From an optimization exercise on the open Yosys and OpenROAD flow, aimed at small area, a short achievable clock period and few clock cycles; shortcuts taken in it are not production practice.
In this exercise RTL edits were held to simulation tests only and were not proved equivalent to the original.

<file path="design/flow/design.v">
module JAM (CLK, RST, W, J, Cost, MatchCount, MinCost, Valid);
input CLK;
input RST;
input [6:0] Cost;
output reg [2:0] W;
output reg [2:0] J;
output reg [3:0] MatchCount;
output reg [9:0] MinCost;
output reg Valid;
localparam S_WAIT = 3'd0, S_A1 = 3'd1, S_A2 = 3'd2, S_B = 3'd3,
           S_T = 3'd4, S_PEEL = 3'd5, S_DFS = 3'd6;
integer k;
genvar g, h;
reg ld_done;
always @(posedge CLK or posedge RST) begin
    if (RST) begin
        W <= 3'd0; J <= 3'd0; ld_done <= 1'b0;
    end else if (!ld_done) begin
        {W, J} <= {W, J} + 6'd1;
        if ({W, J} == 6'd63) ld_done <= 1'b1;
    end
end
reg [6:0] cst [0:63];
always @(posedge CLK) begin
    if (!ld_done) cst[{W, J}] <= Cost;
end
reg [2:0] st;
reg [2:0] ph;           
reg [8:0] win;          
reg [6:0] D;            
reg [2:0] j0;           
reg       j0root;       
reg [7:0] used;         
reg [7:0] pv;           
reg [6:0] w  [0:7];     
reg [6:0] uc [0:7];     
reg [7:0] mv [0:7];     
reg [2:0] wy [0:7];
reg [7:0] wyr0, wyr1;   
reg       wk;           
reg [2:0] wj;           
reg [2:0] wjw;          
reg       wjr;          
reg [6:0] wD;           
reg [2:0] pr [0:7];     
reg [6:0] rowr [0:7];   
reg [8:0] wkr  [0:7];   
reg [3:0] tc;
reg [2:0] i0;
reg [6:0] unr;          
reg [2:0] jn;
reg       more;
always @(*) begin
    i0 = win[8] ? ph : 3'd0;
    jn = 3'd0;
    more = 1'b0;
    for (k = 0; k < 8; k = k + 1)
        if (win[k]) begin
            i0 = i0 | pr[k];
            jn = jn | k[2:0];
            more = more | pv[k];
        end
end
generate for (g = 0; g < 8; g = g + 1) begin : a1
    if (g == 7) begin : byp
        always @(posedge CLK) rowr[g] <= (st == S_WAIT && W == ph && J == 3'd7 && !ld_done) ? Cost
                                                                                 : cst[{i0, g[2:0]}];
    end else begin : nob
        always @(posedge CLK) rowr[g] <= cst[{i0, g[2:0]}];
    end
    wire [8:0] y1 = {2'b00, w[g]};
    wire [8:0] y2 = {2'b00, D};
    wire [8:0] y3 = ~{2'b00, unr};
    wire [8:0] ks = y1 ^ y2 ^ y3;
    wire [8:0] kc = {(y1[7:0] & y2[7:0]) | (y1[7:0] & y3[7:0]) | (y2[7:0] & y3[7:0]), 1'b0};
    wire [8:0] wks;
    wire       wkco;
    jam_add #(9) u_wk (.a(ks), .b(kc), .ci(1'b1), .s(wks), .co(wkco));
    always @(posedge CLK) wkr[g] <= wks;
end endgenerate
wire [8:0] s   [0:7];
wire [7:0] upd;
wire [7:0] tb;
generate for (g = 0; g < 8; g = g + 1) begin : a2
    wire [9:0] x1 = {3'b000, rowr[g]};
    wire [9:0] x3 = {wkr[g][8], wkr[g]};
    wire [9:0] x4 = ~{2'b00, mv[g]};
    wire [9:0] s2 = x1 ^ x3 ^ x4;
    wire [9:0] c2 = {(x1[8:0] & x3[8:0]) | (x1[8:0] & x4[8:0]) | (x3[8:0] & x4[8:0]), 1'b0};
    wire [6:0] sf;
    wire [9:0] df;
    wire       sco, dco;
    jam_add #(7)  u_s (.a(rowr[g]), .b(wkr[g][6:0]), .ci(1'b0), .s(sf), .co(sco));
    jam_add #(10) u_c (.a(s2), .b(c2), .ci(1'b1), .s(df), .co(dco));
    assign s[g]   = {2'b00, sf};
    assign upd[g] = !used[g] && df[9];
    wire [9:0] zp = x1 ^ x3;
    wire [9:0] zo = {x1[8:0] | x3[8:0], 1'b0};
    assign tb[g]  = (zp == zo);
end endgenerate
wire [7:0] mval [0:7];
generate for (g = 0; g < 8; g = g + 1) begin : bm
    assign mval[g] = mv[g];
end endgenerate
wire [7:0] nb [0:7];
generate for (g = 0; g < 8; g = g + 1) begin : bc
    for (h = 0; h < 8; h = h + 1) begin : bo
        if (h > g) begin : c
            wire [7:0] su;
            wire       co;
            jam_add #(8) u_b (.a(mval[h]), .b(~mval[g]), .ci(1'b1), .s(su), .co(co));
            assign nb[g][h] = !co;
        end else begin : c
            assign nb[g][h] = 1'b0;
        end
    end
end endgenerate
wire [7:0] bwin;
generate for (g = 0; g < 8; g = g + 1) begin : bw
    wire [7:0] ok;
    for (h = 0; h < 8; h = h + 1) begin : bo
        if (h < g)      assign ok[h] = used[h] | nb[h][g];
        else if (h > g) assign ok[h] = used[h] | !nb[g][h];
        else            assign ok[h] = !used[g];
    end
    assign bwin[g] = &ok;
end endgenerate
reg [6:0] bmin;
reg [6:0] bun;
always @(*) begin
    bmin = 7'd0;
    bun = 7'd0;
    for (k = 0; k < 8; k = k + 1)
        if (bwin[k]) begin
            bmin = bmin | mv[k][6:0];
            bun = bun | uc[k];
        end
end
wire [6:0] wfix [0:7];
wire [6:0] ufix [0:7];
wire [9:0] mcs;
wire       mco;
jam_add #(10) u_mc (.a(MinCost), .b({3'd0, D}), .ci(1'b0), .s(mcs), .co(mco));
generate for (g = 0; g < 8; g = g + 1) begin : fx
    wire [6:0] nm = ~mv[g][6:0];
    wire [6:0] ws1 = w[g] ^ D ^ nm;
    wire [6:0] wc1 = {(w[g][5:0] & D[5:0]) | (w[g][5:0] & nm[5:0]) | (D[5:0] & nm[5:0]), 1'b0};
    wire [6:0] us1 = uc[g] ^ D ^ nm;
    wire [6:0] uc1 = {(uc[g][5:0] & D[5:0]) | (uc[g][5:0] & nm[5:0]) | (D[5:0] & nm[5:0]), 1'b0};
    wire [6:0] wf, uf;
    wire       wco, uco;
    jam_add #(7) u_w (.a(ws1), .b(wc1), .ci(1'b1), .s(wf), .co(wco));
    jam_add #(7) u_u (.a(us1), .b(uc1), .ci(1'b1), .s(uf), .co(uco));
    assign wfix[g] = used[g] ? wf : w[g];
    assign ufix[g] = used[g] ? uf : uc[g];
end endgenerate
wire [2:0] jw  = wjw;
wire       jrt = wjr;
wire [2:0] jwn = wy[wjw];                                 
wire       jrn = ph[0] ? wyr0[wjw] : wyr1[wjw];
wire [2:0] jwe = wy[jn];                                  
wire       jre = ph[0] ? wyr1[jn] : wyr0[jn];
wire [2:0] phm = ph - 3'd1;
wire [7:0] out_ok, in_ok;
generate for (g = 0; g < 8; g = g + 1) begin : pl
    wire [7:0] colg;
    for (h = 0; h < 8; h = h + 1) begin : cb
        assign colg[h] = mv[h][g];
    end
    assign out_ok[g] = |(mv[g] & wyr1 & ~(8'd1 << g));
    assign in_ok[g]  = |(colg  & wyr1 & ~(8'd1 << g));
end endgenerate
wire [7:0] keep = wyr1 & out_ok & in_ok;
wire [7:0] teff = wyr1[j0] ? (mv[j0] & wyr1) : (8'd1 << j0);
wire [7:0] lbm  = tc[3] ? 8'd0 : (8'hFF << tc[2:0]);
wire [7:0] cm   = teff & ~used & lbm;
reg  [2:0] cj;
always @(*) begin
    cj = 3'd0;
    for (k = 7; k >= 0; k = k - 1)
        if (wyr0[k]) cj = k[2:0];
end
wire [2:0] lvlm1 = j0 - 3'd1;
wire [2:0] sback = wy[lvlm1];
wire [2:0] phn = ph + 3'd1;
wire row_ready  = ld_done || (W > ph) || (W == ph && J == 3'd7);
wire next_ready = ld_done || (W > phn);
wire [2:0] tcm2 = tc[2:0] - 3'd2;
always @(posedge CLK) begin
    case (st)
    S_A2: begin
        for (k = 0; k < 8; k = k + 1)
            if (upd[k]) begin
                if (!j0root) wy[k] <= j0;
                if (ph[0]) wyr1[k] <= j0root; else wyr0[k] <= j0root;
            end
    end
    S_A1: begin
        if (!win[8] && !more && !wk)
            for (k = 0; k < 8; k = k + 1) uc[k] <= ufix[k];
    end
    S_T: if (tc != 4'd0) wyr1 <= 8'hFF;
    S_PEEL: if (!Valid) wyr1 <= keep;
    S_DFS: if (!Valid) begin
        if (!j0root) wyr0 <= cm;
        else if (j0 != 3'd7 && wyr0 != 8'd0) wy[j0] <= cj;
    end
    default: ;
    endcase
    if (wk) begin
        if (jrt) begin
            pr[wj] <= phm; uc[wj] <= wD;
        end else begin
            pr[wj] <= pr[jw]; uc[wj] <= uc[jw];
        end
    end
end
always @(posedge CLK or posedge RST) begin
    if (RST) begin
        st <= S_WAIT; ph <= 3'd0; win <= 9'h100; unr <= 7'd0; D <= 7'd0;
        j0 <= 3'd0; j0root <= 1'b1; wk <= 1'b0; wj <= 3'd0; wjw <= 3'd0; wjr <= 1'b0; wD <= 7'd0; used <= 8'd0; pv <= 8'd0; MinCost <= 10'd0;
        MatchCount <= 4'd0; Valid <= 1'b0; tc <= 4'd0;
        for (k = 0; k < 8; k = k + 1) begin
            w[k] <= 7'd0; mv[k] <= 8'd128;
        end
    end else begin
        case (st)
        S_WAIT: if (row_ready) begin
            j0root <= 1'b1; st <= S_A2;
        end
        S_A1: if (win[8] || !wk) begin
            j0 <= jn; j0root <= win[8];
            used <= used | win[7:0];
            if (win[8] || more)
                st <= S_A2;
            else begin
                for (k = 0; k < 8; k = k + 1) w[k] <= wfix[k];
                MinCost <= mcs;
                wk <= 1'b1; wj <= jn; wjw <= jwe; wjr <= jre; wD <= D;
                ph <= phn; win <= 9'h100; unr <= 7'd0; D <= 7'd0;
                used <= 8'd0;
                for (k = 0; k < 8; k = k + 1) mv[k] <= 8'd128;
                tc <= 4'd0;
                if (ph == 3'd7) begin
                    st <= S_T;
                end else
                    st <= next_ready ? S_A1 : S_WAIT;
            end
        end
        S_A2: begin
            for (k = 0; k < 8; k = k + 1)
                if (upd[k]) mv[k] <= {1'b0, s[k][6:0]};
            st <= S_B;
        end
        S_B: if (!wk) begin
            win <= {1'b0, bwin};
            unr <= bun;
            D <= bmin;
            st <= S_A1;
        end
        S_T: if (!wk || tc != 4'd0) begin
            win <= {1'b0, 8'd1 << tc[2:0]};
            unr <= uc[tc[2:0]];
            if (tc >= 4'd2) mv[tcm2] <= tb;
            tc <= tc + 4'd1;
            if (tc == 4'd9) st <= S_PEEL;
        end
        S_PEEL: if (!Valid) begin
            if (keep == 8'd0) begin
                MatchCount <= 4'd1; Valid <= 1'b1;
            end else if (keep == wyr1) begin
                j0 <= 3'd0; tc <= 4'd0; used <= 8'd0; MatchCount <= 4'd0; j0root <= 1'b0;
                st <= S_DFS;
            end
        end
        S_DFS: if (!Valid) begin
            j0root <= !j0root;
            if (!j0root) begin
            end else if (j0 == 3'd7) begin
                if (wyr0 != 8'd0) MatchCount <= MatchCount + 4'd1;
                j0 <= 3'd6; used[wy[6]] <= 1'b0; tc <= {1'b0, wy[6]} + 4'd1;
            end else if (wyr0 != 8'd0) begin
                used[cj] <= 1'b1; j0 <= j0 + 3'd1; tc <= 4'd0;
            end else if (j0 == 3'd0) begin
                Valid <= 1'b1;
            end else begin
                j0 <= lvlm1; used[sback] <= 1'b0; tc <= {1'b0, sback} + 4'd1;
            end
        end
        default: st <= S_WAIT;
        endcase
        if (wk) begin
            pv[wj] <= 1'b1;
            if (jrt) wk <= 1'b0; else begin wj <= jw; wjw <= jwn; wjr <= jrn; end
        end
    end
end
endmodule
module jam_add #(parameter N = 8) (a, b, ci, s, co);
input  [N-1:0] a;
input  [N-1:0] b;
input          ci;
output [N-1:0] s;
output         co;
wire [N-1:0] p  = a ^ b;
wire [N-1:0] g0 = a & b;
reg  [N-1:0] G, P;
integer i, d;
always @(*) begin
    G = g0;
    G[0] = g0[0] | (p[0] & ci);
    P = p;
    for (d = 1; d < N; d = d * 2)
        for (i = N - 1; i >= d; i = i - 1) begin
            G[i] = G[i] | (P[i] & G[i - d]);
            P[i] = P[i] & P[i - d];
        end
end
assign s  = p ^ {G[N-2:0], ci};
assign co = G[N-1];
endmodule
</file>
<file path="design/flow/run.sh">
#!/bin/bash
# synth_recipe.tcl (not shown) runs the flow's synth.tcl, then flattens the netlist and writes it again
# the make line also repeats each setting of config.mk as NAME=value (left out here)
make -C /OpenROAD-flow-scripts/flow DESIGN_CONFIG=/design/flow/config.mk WORK_HOME=/design/flow/orfs CLKGATE_MAP_FILE= SYNTH_SCRIPT=/design/flow/synth_recipe.tcl finish
</file>
<file path="design/flow/config.mk">
export PLATFORM = sky130hd
export DESIGN_NAME = JAM
export DESIGN_NICKNAME = JAM
export VERILOG_FILES = /design/flow/design.v
export SDC_FILE = /design/flow/constraint.sdc
export NUM_CORES = 4
export LEC_CHECK = 0
export CAP_MARGIN = 20
export CORE_MARGIN = 2
export CORE_UTILIZATION = 40
export SETUP_SLACK_MARGIN = 2.0
export SLEW_MARGIN = 20
</file>
<file path="design/flow/constraint.sdc">
create_clock -name core_clock -period 5.0 [get_ports {CLK}]
set_input_delay 1.0000 -clock core_clock [delete_from_list [all_inputs] [get_ports {CLK}]]
set_output_delay 1.0000 -clock core_clock [all_outputs]
set_load 0.01 [all_outputs]
</file>
==> insert_results.sql, run 1 <==
INSERT INTO impl_metrics (metric_group, metric, value, unit) VALUES
('global_routing', 'antenna_found_initial', '12', ''),
('timing', 'finalSetupViolations', '0', ''),
('critical_path', 'r2r-end', 'D[0]$_DFFE_PP0P_', ''),
('cts', 'cts_buffer_count', '98', ''),
('synth', 'synth_enable_flop_cells', '568', ''),
('timing', 'finalWorstPathRequiredPeriod', '3.19', 'ns'),
('cts', 'cts_sinks', '906', ''),
('critical_path', 'regToRegStartpoint', 'mv[0][7]$_DFFE_PP1P_', ''),
('routing', 'dr.first_iter.drc_count', '5678', ''),
('synth', 'synth_flop_cell', 'edfxtp_1', ''),
('global_routing', 'grt_max_degree', '98', ''),
('layout', 'area_growth_syn_to_layout', '17.4', '%'),
('synth', 'share_of_the_synthesized_area_in_the_top_cell_type', '27.8', '%'),
('routing', 'via_count', '49700', ''),
('timing', 'slew_viol_final', '0', ''),
('routing', 'antenna_left', '0', ''),
('critical_path', 'crit_arrival', '3.80', 'ns'),
('layout', 'fraction_of_final_layout_cells_sized_beyond_drive_strength_1', '17.3', '%'),
('place', 'worst_slack_at_placement', '1.14', 'ns'),
('timing', 'post-route-period-util', '63.8', '%'),
('min_path', 'worstHoldEndpoint', 'MinCost[9]$_DFFE_PP0P_', ''),
('global_routing', 'grt_util_all_layers', '28.2', '%'),
('routing', 'detail_route.drc_violations', '0', ''),
('synth', 'mappedNetlistNets', '7027', ''),
('timing', 'finalHoldViolCount', '0', ''),
('cts', 'insertion_delay', '0.76', 'ns'),
('min_path', 'worstHoldPathCells', '1', ''),
('timing', 'finalSetupTns', '0', 'ns'),
('global_routing', 'gr-total-overflow', '0', ''),
('layout', 'nets', '7304', ''),
('global_routing', 'grt_pass1_vias', '47900', ''),
('synth', 'synth-seq-area-share', '40.6', '%'),
('timing', 'rsz_0062_raised_after_global_routing', 'yes', ''),
('synth', 'post_synth_inst_count', '6215', ''),
('cts', 'clock-root-buffer', 'clkbuf_16', ''),
('global_routing', 'first_pass_grt_wire_length', '326', 'mm'),
('critical_path', 'startpoint', 'mv[0][7]$_DFFE_PP1P_', ''),
('critical_path', 'timing.critical_path.required', '5.61', 'ns'),
('synth', 'yosysTopAreaCell', 'edfxtp_1', ''),
('cts', 'tritoncts', 'built', ''),
('synth', 'ys_warn_count', '13', ''),
('global_routing', 'layer_carrying_the_most_global_route_usage', 'met2', ''),
('place', 'placement.io_buffers', '29', ''),
('floorplan', 'ios', '30', ''),
('critical_path', 'worst_reg2reg_path_length_in_cells', '12', ''),
('timing', 'tightestPinTransition', '1.16', 'ns'),
('floorplan', 'floorplan.die.height', '396', 'um'),
('global_routing', 'gr-usage-met3', '7.87', '%'),
('routing', 'postRouteWirelength', '226', 'mm'),
('routing', 'firstDrtPassIters', '11', ''),
('critical_path', 'worstSetupStartpointType', 'flip-flop', ''),
('place', 'globalplace.congestion', '1.05', ''),
('synth', 'synthesis.area_per_instance', '9.87', 'um^2'),
('synth', 'netlist_top_cells_area', 'edfxtp_1, ha_1, dfrtp_1', ''),
('synth', 'mappedNetlistArea', '61400', 'um^2'),
('timing', 'clock.fmax', '0.314', 'GHz'),
('critical_path', 'type_of_the_worst_setup_path', 'reg2reg', ''),
('min_path', 'hold_path.startpoint', 'MinCost[9]$_DFFE_PP0P_', ''),
('critical_path', 'setup_slack_reg_to_reg', '1.81', 'ns'),
('floorplan', 'num_rows', '143', ''),
('cts', 'h_tree_lvl_count', '3', ''),
('floorplan', 'floorplan_core_area', '152000', 'um^2'),
('cts', 'ctsLongestPathBuffers', '3', ''),
('timing', 'timing.max_slew.rel_slack', '22.7', '%'),
('routing', 'avgViaCountPerCell', '5.77', ''),
('routing', 'routed_wire_length_per_instance', '26.3', 'um'),
('status', 'run_status', 'complete, no violations', ''),
('critical_path', 'timing.critical_path.fanout_max', '8', '');
## stage by stage
stage | hold slack (ns) | utilization, % | area, um^2
final | 0.466 | 47.4 | 72000
after global routing | 0.488 | 47.4 | 72000
after CTS | 0.474 | 46.1 | 70100
after detailed placement | 0.458 | 42.7 | 64900
after global placement | 0.455 | 42.7 | 64900
after floorplan | 0.440 | - | 61800
## cell families (layout without fill, tap and decap cells)
| family | Yosys count | in the layout | share of synthesized area [%] |
|---|---|---|---|
| compound gates | 1230 | 1233 | 12.9 |
| mux | 140 | 140 | 3.49 |
| flops | 906 | 906 | 40.6 |
| fa+ha+maj | 803 | 803 | 19.3 |
| simple gates | 1816 | 1819 | 13.2 |
| other cells | 0 | 2 | 0 |
| buf+inv | 1049 | 1403 | 6.65 |
| xor+xnor | 271 | 271 | 3.88 |
## Yosys cell counts (76+ instances only)
master	count
nand2_1	901
inv_1	800
edfxtp_1	568
ha_1	562
a21oi_1	330
nand3_1	326
o21ai_0	322
nor2_1	299
fa_1	241
dfrtp_1	200
xnor2_1	187
clkbuf_1	147
dfxtp_1	128
a21o_1	98
xor2_1	83
buf_2	76
## metal layers
metal / vias to the layer above / wire, um
li1: 22100 / -
met1: 24300 / 92200
met2: 2532 / 96000
met3: 704 / 23700
met4: 12 / 14200
met5: - / 117
## how the worst max path moves through the flow
stage | to | depth (start not counted)
2_1_floorplan | D[0]$_DFFE_PP0P_ | 1
3_3_place_gp | wkr[0][8]$_DFF_P_ | 12
3_5_place_dp | wkr[0][8]$_DFF_P_ | 12
4_1_cts | unr[4]$_DFFE_PP0P_ | 8
5_1_grt | unr[0]$_DFFE_PP0P_ | 12
6_report | D[0]$_DFFE_PP0P_ | 12
## sequential cells by signal, indices dropped and copies added (netlist names), 9 cells and up
signal,count
MinCost,10
cst,448
mv,64
pr,24
rowr,56
uc,56
w,56
win,9
wkr,72
wy,24
## placed cells by master (no fill, tap or decap), types with 82 or more instances in the layout
| master | count |
|---|---|
| nand2_1 | 880 |
| inv_1 | 743 |
| edfxtp_1 | 568 |
| ha_1 | 539 |
| buf_4 | 323 |
| nand3_1 | 320 |
| nor2_1 | 275 |
| a21oi_1 | 272 |
| o21ai_0 | 267 |
| fa_1 | 214 |
| xnor2_1 | 186 |
| dfrtp_1 | 142 |
| dfxtp_1 | 112 |
| clkbuf_16 | 100 |
| a21o_1 | 98 |
| xor2_1 | 82 |
## worst max-delay path, cell delays in order, from the launching register on
cell	delay, ns
dfstp_2	0.56
clkinvlp_4	0.24
buf_6	0.20
buf_4	0.13
ha_1	0.33
a21oi_2	0.15
o21ai_2	0.09
o32ai_2	0.24
buf_4	0.19
buf_8	0.17
nor4_2	0.07
nor4_1	0.50
a31oi_1	0.17
## layout make-up
cell class | instances | area (um^2)
Fill cell | 14100 | 80000
Multi-Input combinational cell | 4266 | 34300
Sequential cell | 906 | 25100
Timing Repair Buffer | 417 | 3740
Inverter | 803 | 3140
Tap cell | 2030 | 2540
Clock buffer | 120 | 2530
Clock inverter | 63 | 708
Antenna cell | 2 | 5.00
## repair_timing
action                                  4_1_cts  5_1_grt
setup buffers                               132       87
cloned                                        6        5
endpoints found under the setup margin      431      313
pin swaps                                    41       90
gates resized for setup                     224      273
Testbench counts, summed over its fixed seeds: cycles 2,600.
==> inputs of run 2 (changes only) <==
--- a/design/flow/config.mk
+++ b/design/flow/config.mk
@@ -9,4 +9,4 @@
 export CORE_MARGIN = 2
 export CORE_UTILIZATION = 40
-export SETUP_SLACK_MARGIN = 2.0
+export SETUP_SLACK_MARGIN = 1.9
 export SLEW_MARGIN = 20
==> run 2 against run 1 <==
Compared with the run above:
- non-clock buffer count fell by 76
- flip-flop and latch count did not move
- design area fell by 1.4%
- hold slack improved by 0.00056 ns
- critical path depth fell by 3
- first-iteration DRC count rose by 2.9%
- synthesized cell count did not move
- die area did not move
- setup slack improved by 0.067 ns
- synthesized area did not move
- largest cell class unchanged
==> insert_results.sql, run 2 <==
INSERT INTO impl_metrics (metric_group, metric, value, unit) VALUES
('status', 'run_status', 'complete, no violations', ''),
('synth', 'yosysTopAreaCell', 'edfxtp_1', ''),
('routing', 'dr.first_iter.drc_count', '5844', ''),
('global_routing', 'grt_max_degree', '113', ''),
('cts', 'h_tree_lvl_count', '3', ''),
('critical_path', 'type_of_the_worst_setup_path', 'reg2reg', ''),
('routing', 'antenna_left', '0', ''),
('floorplan', 'ios', '30', ''),
('synth', 'synthArstFlopShare', '23.2', '%'),
('global_routing', 'grt_util_all_layers', '28.0', '%'),
('floorplan', 'floorplan_core_area', '152000', 'um^2'),
('synth', 'mappedNetlistArea', '61400', 'um^2'),
('synth', 'netlist_top_cells_area', 'edfxtp_1, ha_1, dfrtp_1', ''),
('place', 'worst_slack_at_placement', '1.14', 'ns'),
('synth', 'combinational_family_with_the_most_area_after_synthesis', 'adder cells', ''),
('layout', 'mostFrequentLayoutCell', 'nand2_1', ''),
('timing', 'post-route-period-util', '62.4', '%'),
('synth', 'synth_seq_cells', '906', ''),
('layout', 'most-common-layout-cells', 'nand2_1, inv_1, edfxtp_1', ''),
('timing', 'setup_ws', '1.88', 'ns'),
('synth', 'synthesis.area_per_instance', '9.87', 'um^2'),
('synth', 'mappedNetlistNets', '7027', ''),
('job', 'max-cap-violations', '0', ''),
('place', 'placement.io_buffers', '29', ''),
('global_routing', 'grt_pass1_vias', '47500', ''),
('synth', 'synth-seq-area-share', '40.6', '%'),
('timing', 'rsz_0062_raised_after_global_routing', 'yes', ''),
('layout', 'largest_register_ff_count', '448', ''),
('floorplan', 'initial_utilization', '40.4', '%'),
('cts', 'ctsLongestPathBuffers', '3', ''),
('layout', 'area_growth_syn_to_layout', '15.7', '%'),
('timing', 'holdWs', '0.467', 'ns'),
('synth', 'post_synthesis_simple_gate_area_fraction', '13.2', '%'),
('layout', 'fraction_of_final_layout_cells_sized_beyond_drive_strength_1', '14.9', '%'),
('timing', 'clock.fmax', '0.320', 'GHz'),
('synth', 'ys_warn_count', '13', ''),
('cts', 'insertion_delay', '0.78', 'ns'),
('floorplan', 'die_area', '157000', 'um^2'),
('layout', 'nets', '7226', ''),
('timing', 'finalSetupViolations', '0', ''),
('cts', 'postCtsHoldBufs', '0', ''),
('critical_path', 'worstSetupStartpointType', 'flip-flop', ''),
('global_routing', 'antenna_found_initial', '17', ''),
('timing', 'finalWorstPathRequiredPeriod', '3.12', 'ns'),
('timing', 'slew_viol_final', '0', ''),
('timing', 'timing.max_slew.rel_slack', '30.0', '%'),
('floorplan', 'floorplan.die.height', '396', 'um'),
('critical_path', 'timing.critical_path.required', '5.65', 'ns'),
('synth', 'synth_adder_area_share', '19.3', '%'),
('synth', 'synth_cell_type_count', '101', ''),
('timing', 'finalHoldViolCount', '0', ''),
('timing', 'tightestPinTransition', '1.05', 'ns'),
('critical_path', 'timing.critical_path.fanout_max', '11', ''),
('floorplan', 'chipWidth', '396', 'um'),
('synth', 'synthMostInstantiatedCell', 'nand2_1', ''),
('synth', 'post_synth_inst_count', '6215', ''),
('synth', 'synth_flop_cell', 'edfxtp_1', ''),
('cts', 'tritoncts', 'built', ''),
('cts', 'clock-root-buffer', 'clkbuf_16', ''),
('place', 'globalplace.congestion', '1.04', ''),
('place', 'dp_hpwl', '157', 'mm'),
('synth', 'synth.area.mux_share', '3.49', '%'),
('critical_path', 'worst_setup_path_end_kind', 'flip-flop', ''),
('global_routing', 'gr-total-overflow', '0', ''),
('critical_path', 'crit_arrival', '3.77', 'ns'),
('synth', 'synth_enable_flop_cells', '568', ''),
('timing', 'final.setup_skew', '0.0684', 'ns'),
('timing', 'finalSetupTns', '0', 'ns'),
('routing', 'via_count', '49000', ''),
('layout', 'reg_top3', 'cst (448), wkr (72), mv (64)', ''),
('floorplan', 'num_rows', '143', ''),
('cts', 'cts.reportedPaths.clkPinSlew', '0.06', 'ns'),
('layout', 'final.fill_count', '14300', ''),
('synth', 'xor_xnor_portion_of_the_synthesized_cell_area', '3.88', '%'),
('routing', 'routed_wire_length_per_instance', '26.2', 'um'),
('layout', 'final_design_area_no_fill', '71000', 'um^2'),
('place', 'post_dp_cell_area', '64800', 'um^2'),
('routing', 'avgViaCountPerCell', '5.74', ''),
('cts', 'cts_buffer_count', '99', ''),
('synth', 'post_synth_most_frequent_cells', 'nand2_1, inv_1, edfxtp_1', ''),
('routing', 'postRouteWirelength', '224', 'mm'),
('min_path', 'hold_class', 'reg2reg', ''),
('layout', 'largest_register', 'cst', ''),
('routing', 'detail_route.drc_violations', '0', ''),
('synth', 'synth-compound-area-share', '12.9', '%'),
('synth', 'share_of_the_synthesized_area_in_the_top_cell_type', '27.8', '%'),
('global_routing', 'first_pass_grt_wire_length', '325', 'mm'),
('routing', 'firstDrtPassIters', '9', ''),
('cts', 'cts_sinks', '906', '');
## run 2: cell counts after synthesis
Identical to the previous run, type by type.
## run 2: path summary, 6_finish.rpt
path	from	to	slack (ns)	cells after the start
min in group asynchronous	RST	w[6][3]$_DFFE_PP0P_	0.75	2
max	used[1]$_DFFE_PP0P_	unr[2]$_DFFE_PP0P_	1.88	9
max in group asynchronous	RST	mv[4][5]$_DFFE_PP0P_	3.20	3
min	MinCost[9]$_DFFE_PP0P_	MinCost[9]$_DFFE_PP0P_	0.47	1
max reg2reg	used[1]$_DFFE_PP0P_	unr[2]$_DFFE_PP0P_	1.88	9
min reg2reg	MinCost[9]$_DFFE_PP0P_	MinCost[9]$_DFFE_PP0P_	0.47	1
## run 2: cell families (layout without fill, tap and decap cells)
logic type,Yosys count,in the layout
flip-flops,906,906
buffers and inverters,1049,1331
XOR/XNOR,271,271
other,0,6
AND/OR/NAND/NOR,1816,1818
AO/OA/AOI/OAI,1230,1231
adder cells (fa/ha/maj),803,803
multiplexers,140,140
## run 2: cell type report
type / instances / area, um^2 / share of cell area (%)
Clock inverter: 51 / 539 / 0.759
Sequential cell: 906 / 25000 / 35.2
Inverter: 803 / 3080 / 4.33
Tap cell: 2030 / 2540 / 3.58
Timing Repair Buffer: 341 / 3040 / 4.28
Antenna cell: 6 / 15.0 / 0.0211
Multi-Input combinational cell: 4263 / 34000 / 47.9
Clock buffer: 136 / 2800 / 3.94
## run 2: what timing repair did
| item | in CTS | in global routing |
|---|---|---|
| setup endpoints to repair | 336 | 277 |
| gates cloned | 4 | 3 |
| hold endpoints to repair | 0 | 0 |
| resized for setup | 176 | 205 |
| buffers inserted | 74 | 65 |
| pin swaps | 33 | 64 |
## run 2: through the flow
step           utilization [%]  std cells
2_1_floorplan                -       6215
3_3_place_gp              42.6       8195
3_5_place_dp              42.6       8195
4_1_cts                   45.7       8460
5_1_grt                   46.7       8533
6_report                  46.7       8536
## run 2: worst max-delay path: stages (launching register included)
cell	delay [ns]
dfrtp_1	0.83
inv_1	0.55
a21oi_1	0.29
o221ai_2	0.12
a221oi_2	0.29
o2111ai_4	0.22
buf_6	0.21
nor3_1	0.27
a2111oi_2	0.08
a31oi_1	0.17
## run 2: layer usage
layer  part of all wire [%]  wire length (um)  track usage [%]
met5                  0.036                80                0
met4                    5.3             12000             11.7
met3                     10             23300             7.96
met2                     43             95700             42.1
met1                     41             92900             37.8
==> inputs of run 3 (changes only) <==
--- a/design/flow/design.v
+++ b/design/flow/design.v
@@ -191,4 +191,6 @@
     S_A2: begin
         for (k = 0; k < 8; k = k + 1)
+            if (upd[k]) mv[k] <= {1'b0, s[k][6:0]};
+        for (k = 0; k < 8; k = k + 1)
             if (upd[k]) begin
                 if (!j0root) wy[k] <= j0;
@@ -196,9 +198,19 @@
             end
     end
+    S_WAIT: if (ph == 3'd0) begin
+        for (k = 0; k < 8; k = k + 1) begin
+            w[k] <= 7'd0; mv[k] <= 8'd128;
+        end
+    end
     S_A1: begin
         if (!win[8] && !more && !wk)
-            for (k = 0; k < 8; k = k + 1) uc[k] <= ufix[k];
+            for (k = 0; k < 8; k = k + 1) begin
+                uc[k] <= ufix[k]; w[k] <= wfix[k]; mv[k] <= 8'd128;
+            end
+    end
+    S_T: if (tc != 4'd0) begin
+        wyr1 <= 8'hFF;
+        if (tc >= 4'd2) mv[tcm2] <= tb;
     end
-    S_T: if (tc != 4'd0) wyr1 <= 8'hFF;
     S_PEEL: if (!Valid) wyr1 <= keep;
     S_DFS: if (!Valid) begin
@@ -221,7 +233,4 @@
         j0 <= 3'd0; j0root <= 1'b1; wk <= 1'b0; wj <= 3'd0; wjw <= 3'd0; wjr <= 1'b0; wD <= 7'd0; used <= 8'd0; pv <= 8'd0; MinCost <= 10'd0;
         MatchCount <= 4'd0; Valid <= 1'b0; tc <= 4'd0;
-        for (k = 0; k < 8; k = k + 1) begin
-            w[k] <= 7'd0; mv[k] <= 8'd128;
-        end
     end else begin
         case (st)
@@ -235,10 +244,8 @@
                 st <= S_A2;
             else begin
-                for (k = 0; k < 8; k = k + 1) w[k] <= wfix[k];
                 MinCost <= mcs;
                 wk <= 1'b1; wj <= jn; wjw <= jwe; wjr <= jre; wD <= D;
                 ph <= phn; win <= 9'h100; unr <= 7'd0; D <= 7'd0;
                 used <= 8'd0;
-                for (k = 0; k < 8; k = k + 1) mv[k] <= 8'd128;
                 tc <= 4'd0;
                 if (ph == 3'd7) begin
@@ -249,6 +256,4 @@
         end
         S_A2: begin
-            for (k = 0; k < 8; k = k + 1)
-                if (upd[k]) mv[k] <= {1'b0, s[k][6:0]};
             st <= S_B;
         end
@@ -262,5 +267,4 @@
             win <= {1'b0, 8'd1 << tc[2:0]};
             unr <= uc[tc[2:0]];
-            if (tc >= 4'd2) mv[tcm2] <= tb;
             tc <= tc + 4'd1;
             if (tc == 4'd9) st <= S_PEEL;
==> run 3 against run 2 <==
Compared with the run above:
- synthesized area shrank 0.36%
- largest cell class unchanged
- critical path depth is 1 higher
- die area is 0.35% lower
==> insert_results.sql, run 3 <==
INSERT INTO impl_metrics (metric_group, metric, value, unit) VALUES
('layout', 'most-common-layout-cells', 'nand2_1, inv_1, edfxtp_1', ''),
('layout', 'reg_top3', 'cst (448), wkr (72), mv (64)', ''),
('synth', 'synth_enable_flop_cells', '688', ''),
('cts', 'insertion_delay', '0.78', 'ns'),
('synth', 'combinational_family_with_the_most_area_after_synthesis', 'adder cells', ''),
('floorplan', 'floorplan.die.height', '395', 'um'),
('place', 'dp_hpwl', '154', 'mm'),
('floorplan', 'initial_utilization', '40.3', '%'),
('floorplan', 'die_area', '156000', 'um^2'),
('status', 'run_status', 'complete, no violations', ''),
('critical_path', 'timing.critical_path.fanout_max', '7', ''),
('synth', 'synthMostInstantiatedCell', 'nand2_1', ''),
('synth', 'ys_warn_count', '11', ''),
('cts', 'ctsLongestPathBuffers', '3', ''),
('routing', 'dr.first_iter.drc_count', '5280', ''),
('critical_path', 'worst_setup_path_end_kind', 'flip-flop', ''),
('synth', 'synth-compound-area-share', '12.4', '%'),
('layout', 'nets', '7181', ''),
('synth', 'synth-seq-area-share', '41.7', '%'),
('timing', 'finalSetupTns', '0', 'ns'),
('synth', 'xor_xnor_portion_of_the_synthesized_cell_area', '3.91', '%'),
('global_routing', 'grt_max_degree', '121', ''),
('synth', 'post_synthesis_simple_gate_area_fraction', '13.1', '%'),
('synth', 'netlist_top_cells_area', 'edfxtp_1, ha_1, fa_1', ''),
('cts', 'cts_sinks', '906', ''),
('job', 'max-cap-violations', '0', ''),
('routing', 'routed_wire_length_per_instance', '26.4', 'um'),
('place', 'placement.io_buffers', '29', ''),
('global_routing', 'first_pass_grt_wire_length', '321', 'mm'),
('layout', 'final_core_utilization', '47.2', '%'),
('cts', 'cts.reportedPaths.clkPinSlew', '0.06', 'ns'),
('synth', 'post_synth_inst_count', '6065', ''),
('synth', 'yosysTopAreaCell', 'edfxtp_1', ''),
('synth', 'mappedNetlistNets', '6873', ''),
('layout', 'area_growth_syn_to_layout', '17.2', '%'),
('timing', 'finalWorstPathRequiredPeriod', '3.21', 'ns'),
('synth', 'synth_cell_type_count', '103', ''),
('timing', 'slew_viol_final', '0', ''),
('global_routing', 'grt_util_all_layers', '28.0', '%'),
('global_routing', 'antenna_found_initial', '15', ''),
('critical_path', 'type_of_the_worst_setup_path', 'reg2reg', ''),
('cts', 'cts_buffer_count', '101', ''),
('layout', 'largest_register_ff_count', '448', ''),
('floorplan', 'ios', '30', ''),
('cts', 'tritoncts', 'built', ''),
('cts', 'postCtsHoldBufs', '0', ''),
('timing', 'finalSetupViolations', '0', ''),
('synth', 'synthesis.area_per_instance', '10.1', 'um^2'),
('timing', 'clock.fmax', '0.312', 'GHz'),
('routing', 'firstDrtPassIters', '14', ''),
('synth', 'synth_adder_area_share', '19.3', '%'),
('cts', 'clock-root-buffer', 'clkbuf_16', ''),
('timing', 'timing.max_slew.rel_slack', '22.9', '%'),
('timing', 'finalHoldViolCount', '0', ''),
('synth', 'synth_flop_cell', 'edfxtp_1', ''),
('synth', 'synth.area.mux_share', '3.01', '%'),
('global_routing', 'grt_pass1_vias', '46500', ''),
('layout', 'largest_register', 'cst', ''),
('critical_path', 'worstSetupStartpointType', 'flip-flop', ''),
('timing', 'final.setup_skew', '0.0921', 'ns'),
('layout', 'fraction_of_final_layout_cells_sized_beyond_drive_strength_1', '15.2', '%'),
('timing', 'rsz_0062_raised_after_global_routing', 'yes', ''),
('routing', 'avgViaCountPerCell', '5.74', ''),
('place', 'globalplace.congestion', '1.06', ''),
('floorplan', 'chipWidth', '395', 'um'),
('routing', 'antenna_left', '0', ''),
('cts', 'h_tree_lvl_count', '3', ''),
('synth', 'synth_seq_cells', '906', ''),
('layout', 'mostFrequentLayoutCell', 'nand2_1', ''),
('timing', 'post-route-period-util', '64.1', '%'),
('layout', 'final_design_area_no_fill', '71700', 'um^2'),
('floorplan', 'floorplan_core_area', '152000', 'um^2'),
('min_path', 'hold_class', 'reg2reg', ''),
('global_routing', 'gr-total-overflow', '0', ''),
('routing', 'postRouteWirelength', '225', 'mm'),
('synth', 'post_synth_most_frequent_cells', 'nand2_1, inv_1, edfxtp_1', ''),
('synth', 'mappedNetlistArea', '61100', 'um^2'),
('place', 'post_dp_cell_area', '64500', 'um^2'),
('critical_path', 'crit_arrival', '3.84', 'ns'),
('timing', 'tightestPinTransition', '1.15', 'ns'),
('routing', 'via_count', '48800', ''),
('floorplan', 'num_rows', '143', ''),
('synth', 'share_of_the_synthesized_area_in_the_top_cell_type', '33.8', '%'),
('critical_path', 'timing.critical_path.required', '5.64', 'ns'),
('routing', 'detail_route.drc_violations', '0', ''),
('synth', 'synthArstFlopShare', '9.93', '%');
==> run 3: logic make-up (layout without fill, tap and decap cells) <==
family,Yosys count,in the layout
adders and majority gates,799,799
muxes,104,104
AOI/OAI and AO/OA,1161,1161
buffers and inverters,1037,1428
DFF,906,906
xor gates and xnor gates,273,273
other,0,3
and+or+nand+nor,1785,1790
==> run 3: what timing repair did <==
action                     CTS  global route
gates cloned                 6             6
hold endpoints to repair     0             0
gates resized for setup    145           210
buffers inserted           184            83
setup endpoints to repair  452           250
pin swaps                   26            98
==> run 3: worst paths after layout <==
path                                        start                      to  slack (ns)  depth (start not counted)
setup / recovery               mv[4][5]$_DFFE_PP_      unr[1]$_DFFE_PP0P_        1.79                         10
min in group asynchronous                     RST       pv[5]$_DFFE_PP0P_        0.56                          2
max in group asynchronous                     RST        W[2]$_DFFE_PP0N_        3.67                          3
hold reg to reg            MinCost[9]$_DFFE_PP0P_  MinCost[9]$_DFFE_PP0P_        0.48                          1
setup reg to reg               mv[4][5]$_DFFE_PP_      unr[1]$_DFFE_PP0P_        1.79                         10
hold / removal             MinCost[9]$_DFFE_PP0P_  MinCost[9]$_DFFE_PP0P_        0.48                          1
==> run 3: through the flow <==
stage                     hold WS [ns]  setup slack [ns]  instances
final                            0.479              1.79       8494
after global routing             0.491              1.76       8491
after global placement           0.459             0.948       8019
after floorplan                  0.437              1.64       6065
after detailed placement         0.462             0.942       8019
after CTS                        0.482              1.83       8400
==> run 3: area by class of cell <==
cell class                      instances  area, um^2
Antenna cell                            3        7.51
Clock buffer                          124        2640
Timing Repair inverter                  1        5.00
Multi-Input combinational cell       4127       33100
Timing Repair Buffer                  454        4110
Clock inverter                         67         711
Inverter                              782        3040
Fill cell                           14000       80200
Sequential cell                       906       25500
Tap cell                             2030        2540
==> run 3: metal layers <==
layer	vias up	track usage [%]	routed length, um
met5	-	0	194
met1	23600	37.0	90300
met2	2544	41.5	94700
met4	24	14.3	14800
met3	761	8.41	24600
li1	21800	-	-
==> run 3: worst max-delay path: stages, from the launching register on <==
cell and delay (ns):
edfxtp_1 0.45, inv_1 0.30, ha_1 0.31, a21o_1 0.20, a221oi_2 0.47, o211ai_1 0.26
nand3_2 0.28, buf_4 0.21, o311ai_0 0.15, a2111oi_1 0.36, a31oi_1 0.16
Testbench counts of run 3, summed over its fixed seeds: cycles 2,600.

separate check: timing with driven ports:
The results above use ideal ports. As a check the final layouts listed here were re-extracted and re-timed, cells and wires unchanged. Step 1 sets driving cells, clkbuf_16 on the clock port and buf_2 on the other inputs (assumed; they add their load-dependent delay and slew). Step 2, shift: input delay + t, output delay - t, t = (earliest + latest rising clock arrival at the registers) / 2. This alone moves slack from input paths to output paths. Slacks: no drivers / after step 1 / after step 2; pairs: no drivers / after step 1.
| run | t (ns) | setup WS [ns] | worst hold slack (ns) | worst data-port slew with drivers (ns) | pins driven straight from the clock port |
|---|---|---|---|---|---|
| run 1 | 0.808 | 1.811 / 1.811 / 1.811 | 0.466 / 0.466 / 0.466 | 0.03 | 1 |
| run 2 | 0.825 | 1.879 / 1.850 / 1.879 | 0.467 / 0.441 / 0.467 | 0.03 | 1 |
| run 3 | 0.813 | 1.794 / 1.794 / 1.794 | 0.479 / 0.479 / 0.479 | 0.03 | 1 |
After both steps every run listed still meets setup and hold.
